Context: an optimization exercise on an open-source flow, tuned for small area, a short achievable clock period and few clock cycles. The choices shown serve that exercise and are no tape-out recipe. Where RTL was checked, it was by simulation tests only, not by an equivalence proof against the original.

==> inputs of run D <==
Design booth_mul, start of the top module:
module booth_mul(clk, rst, start, data_in, done, product);
  input clk, rst, start;
  input [31:0] data_in;
  output done;
  output [63:0] product;
  reg [31:0] M;              
  reg [31:0] Q;              
  reg [33:0] AS, AC;         
  reg [7:0] L1, L2;          
  reg [3:0] ONE, TWO, NEG;   
  reg        NGL;            
  reg [1:0]  cl;             
  reg        s_lm, s_lq, s_st, s_f1, s_fin, s_dn;
  reg [1:0] cnt;
  assign done = s_dn;
  assign product = {M, Q};
  wire idle = ~(s_lm | s_lq | s_st | s_fin);
  wire [8:0] nx = s_lq ? {data_in[7:0], 1'b0} : Q[15:7];
  wire nb0_2 = nx[2], nb0_1 = nx[1], nb0_0 = nx[0];
  wire nb1_2 = nx[4], nb1_1 = nx[3], nb1_0 = nx[2];
  wire nb2_2 = nx[6], nb2_1 = nx[5], nb2_0 = nx[4];
  wire nb3_2 = nx[8], nb3_1 = nx[7], nb3_0 = nx[6];
  wire [3:0] n_one = {nb3_1 ^ nb3_0, nb2_1 ^ nb2_0, nb1_1 ^ nb1_0, nb0_1 ^ nb0_0};
  wire [3:0] n_two = {(nb3_2 & ~nb3_1 & ~nb3_0) | (~nb3_2 & nb3_1 & nb3_0), (nb2_2 & ~nb2_1 & ~nb2_0) | (~nb2_2 & nb2_1 & nb2_0), (nb1_2 & ~nb1_1 & ~nb1_0) | (~nb1_2 & nb1_1 & nb1_0), (nb0_2 & ~nb0_1 & ~nb0_0) | (~nb0_2 & nb0_1 & nb0_0)};
  wire [3:0] n_neg = {nb3_2 & ~(nb3_1 & nb3_0), nb2_2 & ~(nb2_1 & nb2_0), nb1_2 & ~(nb1_1 & nb1_0), nb0_2 & ~(nb0_1 & nb0_0)};
  wire [33:0] as_i = s_f1 ? {1'b1, 33'd0} : AS;
  wire [33:0] ac_i = s_f1 ? 34'd0 : AC;
  wire [32:0] x0 = {M[31], M} ^ {33{NEG[0]}};
  wire [33:0] pp0;
  assign pp0[32:0] = ({33{ONE[0]}} & x0) | ({33{TWO[0]}} & {x0[31:0], NEG[0]});
  assign pp0[33] = ~pp0[32];
  wire [32:0] x1 = {M[31], M} ^ {33{NEG[1]}};
  wire [33:0] pp1;
  ...
==> flow/config.mk <==
export PLATFORM = sky130hd
export DESIGN_NAME = booth_mul
export DESIGN_NICKNAME = booth_mul
export VERILOG_FILES = /design/flow/design.v
export SDC_FILE = /design/flow/constraint.sdc
export NUM_CORES = 4
export LEC_CHECK = 0
export CAP_MARGIN = 20
export CORE_MARGIN = 2
export CORE_UTILIZATION = 60
export PLACE_DENSITY = 0.75
export SETUP_SLACK_MARGIN = 2.0
export SLEW_MARGIN = 20
==> flow/constraint.sdc <==
create_clock -name core_clock -period 5.0 [get_ports {clk}]
set_input_delay 1.0000 -clock core_clock [delete_from_list [all_inputs] [get_ports {clk}]]
set_output_delay 1.0000 -clock core_clock [all_outputs]
set_load 0.01 [all_outputs]
standard.sh (not shown) runs the stock make flow with config.mk's settings and CLKGATE_MAP_FILE= SYNTH_SCRIPT=/design/flow/synth_recipe.tcl, a recipe that flattens the netlist after the stock synthesis.
==> flow/flow/run.sh <==
#!/bin/bash
# Own layout flow: the standard layout (standard.sh), with the input and
# output ports buffered by sky130_fd_sc_hd__buf_2 instead of the cell
# buffer_ports picks by default. Everything else is the standard flow.
# Runs in the standard flow's work folder; each tool's output goes to a log file here.
set -euo pipefail
work=$(pwd)
cp config.mk flow_config.mk
echo "export BUFFER_PORTS_ARGS = -buffer_cell sky130_fd_sc_hd__buf_2" >> flow_config.mk
sed "s#${work}/config.mk#${work}/flow_config.mk#g; s#DESIGN_CONFIG=config.mk#DESIGN_CONFIG=${work}/flow_config.mk#g" standard.sh > flow_standard.sh
grep -q flow_config.mk flow_standard.sh
bash flow_standard.sh > flow_standard.log 2>&1
==> run C: changes against run D <==
--- a/flow/design.v
+++ b/flow/design.v
@@ -324,17 +324,16 @@
   wire [7:0] t_l2 = {k214, k212, k210, k208, k206, k204, k202, s201};
   wire [33:0] t_h1 = {1'b0, 1'b1, pp3[33], s277, s275, s273, s271, s269, s267, s265, s263, s261, s259, s257, s255, s253, s251, s249, s247, s245, s243, s241, s239, s237, s235, s233, s231, s229, s227, s225, s223, s221, s219, s217};
   wire [33:0] t_h2 = {1'b0, 1'b0, k278, k276, k274, k272, k270, k268, k266, k264, k262, k260, k258, k256, k254, k252, k250, k248, k246, k244, k242, k240, k238, k236, k234, k232, k230, k228, k226, k224, k222, k220, k218, k216};
   wire [7:0] l1 = s_f1 ? 8'd0 : L1;
   wire [7:0] l2 = s_f1 ? 8'd0 : L2;
   wire [7:0] spr = s_f1 ? 8'd0 : {1'b0, NGL, 1'b0, 1'b0, 1'b0, 1'b0, cl[1], 1'b0};
   wire cl0 = ~s_f1 & cl[0];
-  wire [7:0] spf = {1'b0, NGL, 1'b0, 1'b0, 1'b0, 1'b0, cl[1], 1'b0};
   wire [9:0] lo = l1 + l2 + spr + {9'd0, cl0};
-  wire [39:0] fin = {AS[31:0], L1} + {AC[31:0], L2} + {32'd0, spf} + {39'd0, cl[0]};
+  wire [39:0] fin = {AS[31:0], L1} + {AC[31:0], L2} + {32'd0, spr} + {39'd0, cl0};
   wire [31:0] phi = fin[39:8];
   always @(posedge clk) begin
     if (rst) begin
       s_lm <= 1'b0; s_lq <= 1'b0; s_st <= 1'b0; s_f1 <= 1'b0; s_fin <= 1'b0; s_dn <= 1'b0;
     end else begin
       s_lm <= idle & start;
       s_lq <= s_lm;
==> flow/run.sh (new file) <==
#!/bin/bash
# synth_recipe.tcl (not shown) runs the flow's synth.tcl, then flattens the netlist and writes it again
# the make line also repeats each setting of config.mk as NAME=value (left out here)
make -C /OpenROAD-flow-scripts/flow DESIGN_CONFIG=/design/flow/config.mk WORK_HOME=/design/flow/orfs CLKGATE_MAP_FILE= SYNTH_SCRIPT=/design/flow/synth_recipe.tcl finish
removed: flow/flow/run.sh
removed: flow/standard.sh
==> run G: changes against run D <==
--- a/flow/design.v
+++ b/flow/design.v
@@ -324,17 +324,16 @@
   wire [7:0] t_l2 = {k214, k212, k210, k208, k206, k204, k202, s201};
   wire [33:0] t_h1 = {1'b0, 1'b1, pp3[33], s277, s275, s273, s271, s269, s267, s265, s263, s261, s259, s257, s255, s253, s251, s249, s247, s245, s243, s241, s239, s237, s235, s233, s231, s229, s227, s225, s223, s221, s219, s217};
   wire [33:0] t_h2 = {1'b0, 1'b0, k278, k276, k274, k272, k270, k268, k266, k264, k262, k260, k258, k256, k254, k252, k250, k248, k246, k244, k242, k240, k238, k236, k234, k232, k230, k228, k226, k224, k222, k220, k218, k216};
   wire [7:0] l1 = s_f1 ? 8'd0 : L1;
   wire [7:0] l2 = s_f1 ? 8'd0 : L2;
   wire [7:0] spr = s_f1 ? 8'd0 : {1'b0, NGL, 1'b0, 1'b0, 1'b0, 1'b0, cl[1], 1'b0};
   wire cl0 = ~s_f1 & cl[0];
-  wire [7:0] spf = {1'b0, NGL, 1'b0, 1'b0, 1'b0, 1'b0, cl[1], 1'b0};
   wire [9:0] lo = l1 + l2 + spr + {9'd0, cl0};
-  wire [39:0] fin = {AS[31:0], L1} + {AC[31:0], L2} + {32'd0, spf} + {39'd0, cl[0]};
+  wire [39:0] fin = {AS[31:0], L1} + {AC[31:0], L2} + {32'd0, spr} + {39'd0, cl0};
   wire [31:0] phi = fin[39:8];
   always @(posedge clk) begin
     if (rst) begin
       s_lm <= 1'b0; s_lq <= 1'b0; s_st <= 1'b0; s_f1 <= 1'b0; s_fin <= 1'b0; s_dn <= 1'b0;
     end else begin
       s_lm <= idle & start;
       s_lq <= s_lm;
==> flow/run.sh (new file) <==
#!/bin/bash
# synth_recipe.tcl (not shown) runs the flow's synth.tcl, then flattens the netlist and writes it again
# the make line also repeats each setting of config.mk as NAME=value (left out here)
make -C /OpenROAD-flow-scripts/flow DESIGN_CONFIG=/design/flow/config.mk WORK_HOME=/design/flow/orfs CLKGATE_MAP_FILE= SYNTH_SCRIPT=/design/flow/synth_recipe.tcl finish
Settings changed: CORE_UTILIZATION 60 to 40, PLACE_DENSITY 0.75 to 0.6, SETUP_SLACK_MARGIN 2.0 to unset.
removed: flow/flow/run.sh
removed: flow/standard.sh
==> summary.txt <==
Outcome: run D timing/DRC/antenna clean; run C timing/DRC/antenna clean; run G timing/DRC/antenna clean
Tap cells: run D 280; run C 285; run G 448
Adder-cell share of the synthesized area: run D 29.3%; run C 28.7%; run G 28.7%
Clock-cell share: run D 4.15%; run C 3.88%; run G 3.97%
Multiplexer share of the synthesized area: run D 2.60%; run C 2.54%; run G 2.54%
FF+latch area: run D 3990 µm²; run C 4000 µm²; run G 3980 µm²
Setup clock skew after layout: run D 0.0149 ns; run C 0.0169 ns; run G 0.0164 ns
Required time of the worst setup path: run D 5.19 ns; run C 5.28 ns; run G 5.17 ns
Multi-input gates: run D 934; run C 967; run G 967
Post-layout nets: run D 1658; run C 1714; run G 1666
Net count of the mapped netlist: run D 1582; run C 1610; run G 1610
Met1 Use GR: run D 45.1%; run C 47.5%; run G 32.2%
Largest stage delay, worst path: run D 0.41 ns; run C 0.49 ns; run G 0.49 ns
Worst-Margin Slew: run D 0.985 ns; run C 1.01 ns; run G 1.14 ns
Length of routed met2 wiring: run D 16800 µm; run C 18900 µm; run G 18100 µm
Combined area of all synthesized cells: run D 13400 µm²; run C 13700 µm²; run G 13700 µm²
Worst hold slack across all endpoints: run D 0.501 ns; run C 0.510 ns; run G 0.497 ns
Count of cells resized by post-cts repair: run D 29; run C 40; run G 0
Function was not checked in any run of this note: the RTL went through the layout flow alone.

==> inputs of build 25 <==
booth_mul, a different RTL version from the one above (not shown whole).
==> flow/config.mk <==
export PLATFORM = sky130hd
export DESIGN_NAME = booth_mul
export DESIGN_NICKNAME = booth_mul
export VERILOG_FILES = /design/flow/design.v
export SDC_FILE = /design/flow/constraint.sdc
export NUM_CORES = 4
export LEC_CHECK = 0
export CAP_MARGIN = 20
export CORE_MARGIN = 2
export CORE_UTILIZATION = 50
export PLACE_DENSITY = 0.7
export SETUP_SLACK_MARGIN = 2.0
export SLEW_MARGIN = 20
==> flow/constraint.sdc <==
create_clock -name core_clock -period 5.0 [get_ports {clk}]
set_input_delay 1.0000 -clock core_clock [delete_from_list [all_inputs] [get_ports {clk}]]
set_output_delay 1.0000 -clock core_clock [all_outputs]
set_load 0.01 [all_outputs]
==> flow/flow/run.sh <==
#!/bin/bash
# Own layout flow: the standard layout (standard.sh) with two changes:
#  - the input and output ports are buffered by sky130_fd_sc_hd__buf_1 instead
#    of the cell buffer_ports picks by default;
#  - after the standard synthesis, flow/polarity.py removes inverters around
#    the full-adder cells (a full adder is self-dual), keeping every register.
# Runs in the standard flow's work folder; each tool's output goes to a log file here.
set -euo pipefail
work=$(pwd)
res=$work/orfs/results/sky130hd/booth_mul/base
cp config.mk flow_config.mk
echo "export BUFFER_PORTS_ARGS = -buffer_cell sky130_fd_sc_hd__buf_1" >> flow_config.mk
sed "s#${work}/config.mk#${work}/flow_config.mk#g" standard.sh > flow_standard.sh
grep -q flow_config.mk flow_standard.sh
bash flow_standard.sh "$res/1_2_yosys.v" > flow_synth.log 2>&1
cp "$res/1_2_yosys.v" yosys_standard.v
python3 flow/polarity.py yosys_standard.v "$res/1_2_yosys.v" > flow_polarity.log 2>&1
touch "$res/1_2_yosys.v"
bash flow_standard.sh > flow_standard.log 2>&1
==> flow/flow/polarity.py <==
#!/usr/bin/env python3
"""Remove inverters around full-adder cells in a mapped Yosys netlist.

A full adder is self-dual: FA(~a, ~b, ~c) = (~sum, ~cout). Yosys's extract_fa
often leaves fa cells with inverters on their inputs or outputs. This pass
chooses, for each fa cell, whether to use it "flipped" (its input pins take the
complement of the logical inputs and its output nets carry the complement of
the logical outputs), so as to minimise the number of inverters, and rebuilds
the inverters: one per signal that some pin needs inverted.

usage: polarity.py IN.v OUT.v
"""
import re
import sys

INV = re.compile(r"^sky130_fd_sc_hd__(inv|clkinv)_\d+$")
FA = re.compile(r"^sky130_fd_sc_hd__fa_\d+$")
OUTPINS = {"X", "Y", "Q", "Q_N", "SUM", "COUT", "HI", "LO", "GCLK"}

src = open(sys.argv[1]).read()
m = re.search(r"^module\s+(\w+)\s*\((.*?)\);", src, re.S | re.M)
top_start = m.start()
body_start = m.end()
end = src.rindex("endmodule")
body = src[body_start:end]

decls = []
cells = []
pos = 0
cell_re = re.compile(r"\s*(sky130_fd_sc_hd__\w+)\s+(\S+)\s*\((.*?)\);", re.S)
decl_re = re.compile(r"\s*(input|output|wire|inout)\b[^;]*;", re.S)
while True:
    mm = decl_re.match(body, pos)
    if mm:
        decls.append(mm.group(0).strip())
        pos = mm.end()
        continue
    mm = cell_re.match(body, pos)
    if mm:
        pins = re.findall(r"\.(\w+)\(([^()]*)\)", mm.group(3))
        cells.append([mm.group(1), mm.group(2), [(p, n.strip()) for p, n in pins]])
        pos = mm.end()
        continue
    if body[pos:].strip() == "":
        break
    raise SystemExit("polarity.py: cannot parse netlist near: " + body[pos:pos + 200])

# output port nets
outports = set()
for d in decls:
    mo = re.match(r"output\s*(\[(\d+):(\d+)\])?\s*(\w+)\s*;", d)
    if mo:
        if mo.group(1):
            hi, lo = int(mo.group(2)), int(mo.group(3))
            for i in range(min(hi, lo), max(hi, lo) + 1):
                outports.add("%s[%d]" % (mo.group(4), i))
        else:
            outports.add(mo.group(4))

driver = {}
for idx, (typ, name, pins) in enumerate(cells):
    for p, n in pins:
        if p in OUTPINS:
            driver[n] = (idx, p)

# collapsible inverters: output not a port net
collapse = set()
for idx, (typ, name, pins) in enumerate(cells):
    if INV.match(typ):
        d = dict(pins)
        if d["Y"] not in outports:
            collapse.add(idx)


def resolve(n):
    ph = 0
    seen = 0
    while n in driver and driver[n][0] in collapse:
        n = dict(cells[driver[n][0]][2])["A"]
        ph ^= 1
        seen += 1
        if seen > 100:
            raise SystemExit("inverter loop")
    return n, ph


fa_cells = [i for i, c in enumerate(cells) if FA.match(c[0])]
# fa cells driving a port net directly are not flipped
fixed = set()
for i in fa_cells:
    for p, n in cells[i][2]:
        if p in OUTPINS and n in outports:
            fixed.add(i)

# sinks: (cell idx, pin) -> (base, phase); every input pin of a kept cell
sinks = []
for idx, (typ, name, pins) in enumerate(cells):
    if idx in collapse:
        continue
    for k, (p, n) in enumerate(pins):
        if p in OUTPINS:
            continue
        if re.match(r"^\d+'", n) or n == "":
            continue
        b, ph = resolve(n)
        sinks.append([idx, k, b, ph])

fa_out = {}
for i in fa_cells:
    for p, n in cells[i][2]:
        if p in OUTPINS:
            fa_out[n] = i

flip = set()
by_base = {}
for s in sinks:
    by_base.setdefault(s[2], []).append(s)
by_cell = {}
for s in sinks:
    by_cell.setdefault(s[0], []).append(s)


def need(s):
    """physical phase sink s needs from its base net"""
    ph = s[3]
    if s[0] in flip:
        ph ^= 1
    if s[2] in fa_out and fa_out[s[2]] in flip:
        ph ^= 1
    return ph


def cost_bases(bases):
    return sum(1 for b in bases if any(need(s) for s in by_base.get(b, [])))


def affected(i):
    bs = set(s[2] for s in by_cell.get(i, []))
    for p, n in cells[i][2]:
        if p in OUTPINS:
            bs.add(n)
    return bs


before = cost_bases(by_base.keys())
changed = True
rounds = 0
while changed and rounds < 50:
    changed = False
    rounds += 1
    for i in fa_cells:
        if i in fixed:
            continue
        bs = affected(i)
        c0 = cost_bases(bs)
        flip.symmetric_difference_update({i})
        c1 = cost_bases(bs)
        if c1 < c0:
            changed = True
        else:
            flip.symmetric_difference_update({i})
after = cost_bases(by_base.keys())

# rebuild: inverted copy of each base that needs one
invnet = {}
# reuse an existing collapsed inverter output net that carries ~base
for idx in collapse:
    d = dict(cells[idx][2])
    b, ph = resolve(d["Y"])
    if ph == 1 and b not in invnet:
        invnet[b] = d["Y"]
newwires = []
newcells = []
cnt = 0
for b, ss in by_base.items():
    if any(need(s) for s in ss):
        if b not in invnet:
            cnt += 1
            w = "_polw%d_" % cnt
            invnet[b] = w
            newwires.append(w)
for s in sinks:
    idx, k, b, ph = s
    p, n = cells[idx][2][k]
    cells[idx][2][k] = (p, invnet[b] if need(s) else b)
k = 0
for b, ss in by_base.items():
    if any(need(s) for s in ss):
        k += 1
        newcells.append(("sky130_fd_sc_hd__inv_1", "_polinv%d_" % k, [("A", b), ("Y", invnet[b])]))

def nm(n):
    return n + " " if n.startswith("\\") else n


out = [src[:body_start]]
for d in decls:
    out.append("  " + d)
for w in newwires:
    out.append("  wire %s;" % w)
for idx, (typ, name, pins) in enumerate(cells):
    if idx in collapse:
        continue
    out.append("  %s %s (\n%s\n  );" % (typ, name, ",\n".join("    .%s(%s)" % (p, nm(n)) for p, n in pins)))
for typ, name, pins in newcells:
    out.append("  %s %s (\n%s\n  );" % (typ, name, ",\n".join("    .%s(%s)" % (p, nm(n)) for p, n in pins)))
out.append("endmodule\n")
open(sys.argv[2], "w").write("\n".join(out))
print("polarity.py: %d fa cells, %d flipped; inverters %d -> %d (collapsed %d)" %
      (len(fa_cells), len(flip), len(collapse), after, len(collapse)))
==> inputs of build 81, as changes to build 25 <==
==> flow/flow/run.sh (replaced) <==
#!/bin/bash
# Own layout flow: the standard layout (standard.sh) with three changes:
#  - synthesis: the same script (synth_recipe.tcl), except that Yosys's synth
#    runs its fine stage without its quick "abc -fast" mapping, so that the
#    full adders of the carry-save tree reach ORFS's extract_fa step intact;
#    ORFS's own abc mapping afterwards is unchanged. Registers, their names and
#    cells are those of the standard synthesis.
#  - after synthesis, flow/polarity.py removes inverters around the full-adder
#    cells (a full adder is self-dual);
#  - the input and output ports are buffered by sky130_fd_sc_hd__buf_1.
# Runs in the standard flow's work folder; each tool's output goes to a log file here.
set -euo pipefail
work=$(pwd)
res=$work/orfs/results/sky130hd/booth_mul/base
cp config.mk flow_config.mk
echo "export BUFFER_PORTS_ARGS = -buffer_cell sky130_fd_sc_hd__buf_1" >> flow_config.mk
sed 's#^proc synth {args} { yosys synth -nofsm -noshare {\*}\$args }#proc synth {args} { if {[lsearch -exact $args fine:] >= 0} { yosys synth -nofsm -noshare -noabc {*}$args } else { yosys synth -nofsm -noshare {*}$args } }#' synth_recipe.tcl > flow_synth.tcl
grep -q -- "-noabc" flow_synth.tcl
sed "s#${work}/config.mk#${work}/flow_config.mk#g; s#${work}/synth_recipe.tcl#${work}/flow_synth.tcl#g" standard.sh > flow_standard.sh
grep -q flow_config.mk flow_standard.sh
grep -q flow_synth.tcl flow_standard.sh
bash flow_standard.sh "$res/1_2_yosys.v" > flow_synth.log 2>&1
cp "$res/1_2_yosys.v" yosys_synth.v
python3 flow/polarity.py yosys_synth.v "$res/1_2_yosys.v" > flow_polarity.log 2>&1
touch "$res/1_2_yosys.v"
bash flow_standard.sh > flow_standard.log 2>&1
--- a/flow/flow/polarity.py
+++ b/flow/flow/polarity.py
@@ -142,23 +142,41 @@
     return bs
 
 
-before = cost_bases(by_base.keys())
-changed = True
-rounds = 0
-while changed and rounds < 50:
-    changed = False
-    rounds += 1
-    for i in fa_cells:
-        if i in fixed:
-            continue
-        bs = affected(i)
-        c0 = cost_bases(bs)
-        flip.symmetric_difference_update({i})
-        c1 = cost_bases(bs)
-        if c1 < c0:
-            changed = True
-        else:
+import random
+
+
+def descend():
+    changed = True
+    rounds = 0
+    while changed and rounds < 50:
+        changed = False
+        rounds += 1
+        for i in fa_cells:
+            if i in fixed:
+                continue
+            bs = affected(i)
+            c0 = cost_bases(bs)
             flip.symmetric_difference_update({i})
+            c1 = cost_bases(bs)
+            if c1 < c0:
+                changed = True
+            else:
+                flip.symmetric_difference_update({i})
+
+
+rng = random.Random(1)
+free = [i for i in fa_cells if i not in fixed]
+descend()
+best = (cost_bases(by_base.keys()), set(flip))
+for trial in range(60):
+    flip.clear()
+    flip.update(i for i in free if rng.random() < 0.5)
+    descend()
+    c = cost_bases(by_base.keys())
+    if c < best[0]:
+        best = (c, set(flip))
+flip.clear()
+flip.update(best[1])
 after = cost_bases(by_base.keys())
 
 # rebuild: inverted copy of each base that needs one
--- a/flow/config.mk
+++ b/flow/config.mk
@@ -8,6 +8,7 @@
 export CAP_MARGIN = 20
 export CORE_MARGIN = 2
 export CORE_UTILIZATION = 50
+export GPL_TIMING_DRIVEN = 0
 export PLACE_DENSITY = 0.7
 export SETUP_SLACK_MARGIN = 2.0
 export SLEW_MARGIN = 20
==> inputs of trial 33, as changes to build 25 <==
==> flow/flow/run.sh (replaced) <==
#!/bin/bash
# Own layout flow: the standard layout (standard.sh) with three changes:
#  - synthesis: the same script (synth_recipe.tcl), except that Yosys's synth
#    runs its fine stage without its quick "abc -fast" mapping, so that the
#    full adders of the carry-save tree reach ORFS's extract_fa step intact;
#    ORFS's own abc mapping afterwards is unchanged. Registers, their names and
#    cells are those of the standard synthesis.
#  - after synthesis, flow/polarity.py removes inverters around the full-adder
#    cells (a full adder is self-dual);
#  - the input and output ports are buffered by sky130_fd_sc_hd__buf_1.
# Runs in the standard flow's work folder; each tool's output goes to a log file here.
set -euo pipefail
work=$(pwd)
res=$work/orfs/results/sky130hd/booth_mul/base
cp config.mk flow_config.mk
echo "export BUFFER_PORTS_ARGS = -buffer_cell sky130_fd_sc_hd__buf_1" >> flow_config.mk
sed 's#^proc synth {args} { yosys synth -nofsm -noshare {\*}\$args }#proc synth {args} { if {[lsearch -exact $args fine:] >= 0} { yosys synth -nofsm -noshare -noabc {*}$args } else { yosys synth -nofsm -noshare {*}$args } }#' synth_recipe.tcl > flow_synth.tcl
grep -q -- "-noabc" flow_synth.tcl
sed "s#${work}/config.mk#${work}/flow_config.mk#g; s#${work}/synth_recipe.tcl#${work}/flow_synth.tcl#g" standard.sh > flow_standard.sh
grep -q flow_config.mk flow_standard.sh
grep -q flow_synth.tcl flow_standard.sh
bash flow_standard.sh "$res/1_2_yosys.v" > flow_synth.log 2>&1
cp "$res/1_2_yosys.v" yosys_synth.v
python3 flow/polarity.py yosys_synth.v "$res/1_2_yosys.v" > flow_polarity.log 2>&1
touch "$res/1_2_yosys.v"
bash flow_standard.sh > flow_standard.log 2>&1
--- a/flow/flow/polarity.py
+++ b/flow/flow/polarity.py
@@ -142,23 +142,41 @@
     return bs
 
 
-before = cost_bases(by_base.keys())
-changed = True
-rounds = 0
-while changed and rounds < 50:
-    changed = False
-    rounds += 1
-    for i in fa_cells:
-        if i in fixed:
-            continue
-        bs = affected(i)
-        c0 = cost_bases(bs)
-        flip.symmetric_difference_update({i})
-        c1 = cost_bases(bs)
-        if c1 < c0:
-            changed = True
-        else:
+import random
+
+
+def descend():
+    changed = True
+    rounds = 0
+    while changed and rounds < 50:
+        changed = False
+        rounds += 1
+        for i in fa_cells:
+            if i in fixed:
+                continue
+            bs = affected(i)
+            c0 = cost_bases(bs)
             flip.symmetric_difference_update({i})
+            c1 = cost_bases(bs)
+            if c1 < c0:
+                changed = True
+            else:
+                flip.symmetric_difference_update({i})
+
+
+rng = random.Random(1)
+free = [i for i in fa_cells if i not in fixed]
+descend()
+best = (cost_bases(by_base.keys()), set(flip))
+for trial in range(60):
+    flip.clear()
+    flip.update(i for i in free if rng.random() < 0.5)
+    descend()
+    c = cost_bases(by_base.keys())
+    if c < best[0]:
+        best = (c, set(flip))
+flip.clear()
+flip.update(best[1])
 after = cost_bases(by_base.keys())
 
 # rebuild: inverted copy of each base that needs one
--- a/flow/config.mk
+++ b/flow/config.mk
@@ -9,5 +9,5 @@
 export CORE_MARGIN = 2
 export CORE_UTILIZATION = 50
 export PLACE_DENSITY = 0.7
-export SETUP_SLACK_MARGIN = 2.0
+export SETUP_SLACK_MARGIN = 2.25
 export SLEW_MARGIN = 20
==> inputs of build 21, as changes to build 25 <==
==> flow/flow/run.sh (replaced) <==
#!/bin/bash
# Own layout flow: the standard layout (standard.sh) with three changes:
#  - synthesis: the same script (synth_recipe.tcl), except that Yosys's synth
#    runs its fine stage without its quick "abc -fast" mapping, so that the
#    full adders of the carry-save tree reach ORFS's extract_fa step intact;
#    ORFS's own abc mapping afterwards is unchanged. Registers, their names and
#    cells are those of the standard synthesis.
#  - after synthesis, flow/polarity.py removes inverters around the full-adder
#    cells (a full adder is self-dual);
#  - the input and output ports are buffered by sky130_fd_sc_hd__buf_1.
# Runs in the standard flow's work folder; each tool's output goes to a log file here.
set -euo pipefail
work=$(pwd)
res=$work/orfs/results/sky130hd/booth_mul/base
cp config.mk flow_config.mk
echo "export BUFFER_PORTS_ARGS = -buffer_cell sky130_fd_sc_hd__buf_1" >> flow_config.mk
sed 's#^proc synth {args} { yosys synth -nofsm -noshare {\*}\$args }#proc synth {args} { if {[lsearch -exact $args fine:] >= 0} { yosys synth -nofsm -noshare -noabc {*}$args } else { yosys synth -nofsm -noshare {*}$args } }#' synth_recipe.tcl > flow_synth.tcl
grep -q -- "-noabc" flow_synth.tcl
sed "s#${work}/config.mk#${work}/flow_config.mk#g; s#${work}/synth_recipe.tcl#${work}/flow_synth.tcl#g" standard.sh > flow_standard.sh
grep -q flow_config.mk flow_standard.sh
grep -q flow_synth.tcl flow_standard.sh
bash flow_standard.sh "$res/1_2_yosys.v" > flow_synth.log 2>&1
cp "$res/1_2_yosys.v" yosys_synth.v
python3 flow/polarity.py yosys_synth.v "$res/1_2_yosys.v" > flow_polarity.log 2>&1
touch "$res/1_2_yosys.v"
bash flow_standard.sh > flow_standard.log 2>&1
--- a/flow/flow/polarity.py
+++ b/flow/flow/polarity.py
@@ -142,23 +142,41 @@
     return bs
 
 
-before = cost_bases(by_base.keys())
-changed = True
-rounds = 0
-while changed and rounds < 50:
-    changed = False
-    rounds += 1
-    for i in fa_cells:
-        if i in fixed:
-            continue
-        bs = affected(i)
-        c0 = cost_bases(bs)
-        flip.symmetric_difference_update({i})
-        c1 = cost_bases(bs)
-        if c1 < c0:
-            changed = True
-        else:
+import random
+
+
+def descend():
+    changed = True
+    rounds = 0
+    while changed and rounds < 50:
+        changed = False
+        rounds += 1
+        for i in fa_cells:
+            if i in fixed:
+                continue
+            bs = affected(i)
+            c0 = cost_bases(bs)
             flip.symmetric_difference_update({i})
+            c1 = cost_bases(bs)
+            if c1 < c0:
+                changed = True
+            else:
+                flip.symmetric_difference_update({i})
+
+
+rng = random.Random(1)
+free = [i for i in fa_cells if i not in fixed]
+descend()
+best = (cost_bases(by_base.keys()), set(flip))
+for trial in range(60):
+    flip.clear()
+    flip.update(i for i in free if rng.random() < 0.5)
+    descend()
+    c = cost_bases(by_base.keys())
+    if c < best[0]:
+        best = (c, set(flip))
+flip.clear()
+flip.update(best[1])
 after = cost_bases(by_base.keys())
 
 # rebuild: inverted copy of each base that needs one
==> summary.md <==
| Metric | Value |
|---|---|
| Status | finished clean |
| CP cell instances | ha_4 > and2_4 > a221o_1 > a221oi_4 > buf_4 > a21oi_4 > o21a_4 > o21a_4 > o21a_4 > o41ai_4 > xnor2_2 > mux2_4 |
| Clock Buffer Count | 17 |
| CP Max Fanout | 4 |
| Routed wl met2 | 17.6 mm |
| Mean Syn Cell Area | 11.5 sq um |
| DRT Wirelength | 35.0 mm |
| Die ar. | 26200 sq um |
| Fillcell total | 1960 |
(the above is from trial 33)
==> summary.md <==
| Metric | Value |
|---|---|
| WP depth | 9 |
| DRT Wirelength | 41.7 mm |
| DR DRC count | 0 |
| Status | finished clean |
| CP cell instances | ha_1 > nand4_1 > nor3_1 > a22oi_2 > buf_4 > nand4_2 > nand2_1 > fa_1 > mux2i_1 |
| Die ar. | 28400 sq um |
| Mean Syn Cell Area | 10.2 sq um |
| Clock Buffer Count | 17 |
| Fillcell total | 2284 |
(the above is from build 25)
==> summary.md <==
| Metric | Value |
|---|---|
| DRT Wirelength | 34.8 mm |
| Status | finished clean |
| Routed wl met2 | 17.2 mm |
| Die ar. | 26200 sq um |
| CP cell instances | ha_4 > a21o_1 > a221o_1 > a221oi_4 > a21oi_4 > o21a_4 > o21a_4 > o21a_4 > o41ai_4 > xnor2_1 > mux2_4 |
| Fillcell total | 2073 |
| Mean Syn Cell Area | 11.5 sq um |
| GR peak layer | met2 |
| Clock Buffer Count | 18 |
(the above is from build 21)
==> summary.md <==
| Metric | Value |
|---|---|
| Status | finished clean |
| DRT Wirelength | 38.7 mm |
| Die ar. | 26200 sq um |
| Mean Syn Cell Area | 11.5 sq um |
| Invs w/o clock | 27 |
| Clock Buffer Count | 17 |
| GR Util All Layers | 30.2% |
| CP cell instances | ha_4 > a21o_1 > a221o_1 > a221oi_4 > a21oi_4 > o21a_4 > o21a_4 > o21a_4 > o41ai_4 > xnor2_2 > mux2_4 |
| Cell Area, Synth | 12400 sq um |
| Routed wl met2 | 18.0 mm |
| Htree depth | 4 |
(the above is from build 81)
Testbench counts of build 25, summed over its fixed seeds: cycles 12,800.
Testbench counts of build 81, summed over its fixed seeds: cycles 12,800.
Testbench counts of trial 33, summed over its fixed seeds: cycles 12,800.
Testbench counts of build 21, summed over its fixed seeds: cycles 12,800.

[what the ideal ports hide]
The results above use ideal ports. As a check the final layouts listed here were re-extracted and re-timed, cells and wires unchanged. Step 1 assumes that a clkbuf_16 drives the clock port and a buf_2 every other input. Step 2 adds t to the input delays and takes it off the output delays; t is the mean of the earliest and latest rising clock arrival at the registers after step 1. Input paths then give back, and output paths get back, about the clock's delay inside the block. Three values: ideal ports, drivers, drivers and shift; two values: the first two.
| run | t (ns) | setup slack, ns | latest minus earliest clock arrival (ns) |
|---|---|---|---|
| run D | 0.492 | 1.877 / 1.877 / 1.877 | 0.015 / 0.016 |
| run C | 0.495 | 1.557 / 1.557 / 1.557 | 0.017 / 0.017 |
| run G | 0.484 | 1.087 / 1.087 / 1.087 | 0.018 / 0.018 |
| build 25 | 0.500 | 2.052 / 2.052 / 2.052 | 0.010 / 0.009 |
| build 81 | 0.489 | 1.699 / 1.699 / 1.699 | 0.014 / 0.014 |
| trial 33 | 0.486 | 1.831 / 1.831 / 1.831 | 0.018 / 0.018 |
| build 21 | 0.484 | 1.879 / 1.879 / 1.879 | 0.017 / 0.017 |
After both steps setup and hold are still met in every run listed.
